Source: an optimization exercise on an open RTL-to-GDS flow (aim: small area and a short achievable clock period). Production flows keep margins and buffers that such runs may drop. The RTL was checked by simulation tests, not by an equivalence proof against the original design. No activity file was given, so power comes from the tool's default toggle rates.

## run a
==> flow/design.v (excerpt) <==
module fir_top (
    input          rst,
    input          clk,
    input  [255:0] coeff_vector,
    input  [15:0]  data_in,
    input          sample_en,
    output [15:0]  data_out,
    output         sample_valid,
    output         overflow
);
Size in the first run: roughly 1000 flip-flops, ~140000 um^2 of cells after synthesis.
make LEC_CHECK=0 CAP_MARGIN=20 CELL_PAD_IN_SITES_DETAIL_PLACEMENT=1 CELL_PAD_IN_SITES_GLOBAL_PLACEMENT=1 CORE_MARGIN=2 CORE_UTILIZATION=40 PLACE_DENSITY=0.55 SETUP_SLACK_MARGIN=0.5 SLEW_MARGIN=20 finish   # period 16.0 ns
run.sh (not shown) runs the stock make flow with config.mk's settings and CLKGATE_MAP_FILE= SYNTH_SCRIPT=/design/flow/synth_recipe.tcl, a recipe that flattens the netlist after the stock synthesis.
Run a closes out successfully: all stages finished, all timing, DRC and antenna checks passed.
What run b does differently from run a at the input level:
==> flow/flow/run.sh (new file) <==
#!/bin/bash
set -euo pipefail
bash standard.sh SETUP_SLACK_MARGIN=9 finish > standard_flow.log 2>&1
==> flow/standard.sh (new file) <==
#!/bin/bash
# synth_recipe.tcl (not shown) runs the flow's synth.tcl, then flattens the netlist and writes it again
# the make line also repeats each setting of config.mk as NAME=value (left out here)
make -C /OpenROAD-flow-scripts/flow DESIGN_CONFIG=/design/flow/config.mk WORK_HOME=/design/flow/orfs CLKGATE_MAP_FILE= SYNTH_SCRIPT=/design/flow/synth_recipe.tcl "${@:-finish}"
--- a/flow/config.mk
+++ b/flow/config.mk
@@ -6,4 +6,5 @@
 export NUM_CORES = 4
 export LEC_CHECK = 0
+export ABC_AREA = 1
 export CAP_MARGIN = 20
 export CELL_PAD_IN_SITES_DETAIL_PLACEMENT = 1
@@ -12,4 +13,3 @@
 export CORE_UTILIZATION = 40
 export PLACE_DENSITY = 0.55
-export SETUP_SLACK_MARGIN = 0.5
 export SLEW_MARGIN = 20
removed: flow/run.sh
### Flow results
- Run b: done, clean on timing, DRC and antenna
- Of the two values seen for worst-path cell with the longest stage delay, sky130_fd_sc_hd__buf_4 was produced by run a and sky130_fd_sc_hd__fa_1 by run b.
- Re global-route usage: run a was lower than run b.
- Diff run a -> run b: relative contribution of the clock network to total power fell 0.4 points; period utilization fell 5.4 points; max-slew headroom at the worst pin fell 11 points; measured slew at the worst slew-check pin rose 160 ps; total length of routed wires rose 9.4%.
- Diff run a and run b: worst setup slack after layout higher in run b

--- another note on this design; it stands on its own ---

==> inputs of run E <==
==> flow/design.v (excerpt) <==
module fir_top (
    input          rst,
    input          clk,
    input  [255:0] coeff_vector,
    input  [15:0]  data_in,
    input          sample_en,
    output [15:0]  data_out,
    output         sample_valid,
    output         overflow
);
Settings: LEC_CHECK=0, ABC_AREA=1, CAP_MARGIN=20, CELL_PAD_IN_SITES_DETAIL_PLACEMENT=1, CELL_PAD_IN_SITES_GLOBAL_PLACEMENT=1, CORE_MARGIN=2, CORE_UTILIZATION=40, PLACE_DENSITY=0.55, SLEW_MARGIN=20; clock period 16.0 ns.
standard.sh (not shown) runs the stock make flow with config.mk's settings and CLKGATE_MAP_FILE= SYNTH_SCRIPT=/design/flow/synth_recipe.tcl, a recipe that flattens the netlist after the stock synthesis.
==> flow/flow/run.sh <==
#!/bin/bash
set -euo pipefail
bash standard.sh SETUP_SLACK_MARGIN=10 finish > standard_flow.log 2>&1
==> run C: changes against run E <==
==> flow/flow/run.sh (replaced) <==
#!/bin/bash
set -euo pipefail
bash standard.sh SETUP_SLACK_MARGIN=9.7 finish > standard_flow.log 2>&1
--- a/flow/config.mk
+++ b/flow/config.mk
@@ -11,5 +11,7 @@
 export CELL_PAD_IN_SITES_GLOBAL_PLACEMENT = 1
 export CORE_MARGIN = 2
 export CORE_UTILIZATION = 40
+export CTS_CLUSTER_DIAMETER = 100
+export CTS_CLUSTER_SIZE = 14
 export PLACE_DENSITY = 0.55
 export SLEW_MARGIN = 20
==> summary.txt <==
Peak VDD IR 0.255 mV; Worst-Margin Slew 1290 ps; register area 26700 µm²; Max FO, Critical Path 4; GP Congestion 0.890; Area after DPL 137000 µm²; Seq/total area 18.0%; status timing/DRC/antenna clean; Reg2Reg Depth 12; met3 usage 6.80%; latest clock arrival within the worst-skew pair 950 ps
Source of the figures above: run E

==> summary.txt <==
status timing/DRC/antenna clean; Place WS 7140 ps; Worst-Margin Slew around 1300 ps; Area after DPL 137000 µm²; fraction of layout cells with a size suffix above 1 just under 9%; met3 usage 6.78%; DRC Markers 0; Reg2Reg Depth 16; Multi-input gate area 93400 µm²; Peak VDD IR 0.289 mV; Max FO, Critical Path 6; worst hold path depth 2; Seq/total area 18.4%; f_max 154 MHz; register area about 27000 µm²; CP Depth 20
Source of the figures above: run C

[static timing again, ports no longer ideal]
Ports are ideal in the flow. The routed layouts listed here were re-timed in OpenROAD.
Step 1 sets driving cells, clkbuf_16 on the clock port and buf_2 on the other inputs (assumed; they add their load-dependent delay and slew).
Step 2 moves the port delays by t, midway between the first and last clock arrival at a register: inputs arrive t later, outputs are due t later. That takes back most of the time a late clock gives input paths.
a / b / c = no drivers / after step 1 / after step 2; a / b = the first two.
run | t, ns | slack for setup (ns) | worst setup path after step 2
run a | 0.978 | 8.129 / 8.181 / 7.203 | input to register
run b | 0.988 | 8.994 / 8.717 / 7.729 | input to register
run E | 1.026 | 9.496 / 9.589 / 8.563 | input to register
run C | 1.034 | 9.517 / 9.557 / 8.524 | input to register
After both steps setup and hold are still met in every run listed. The setup slack of run b, which loses most, moves by -0.277 ns with the drivers and by -1.265 ns with both steps.
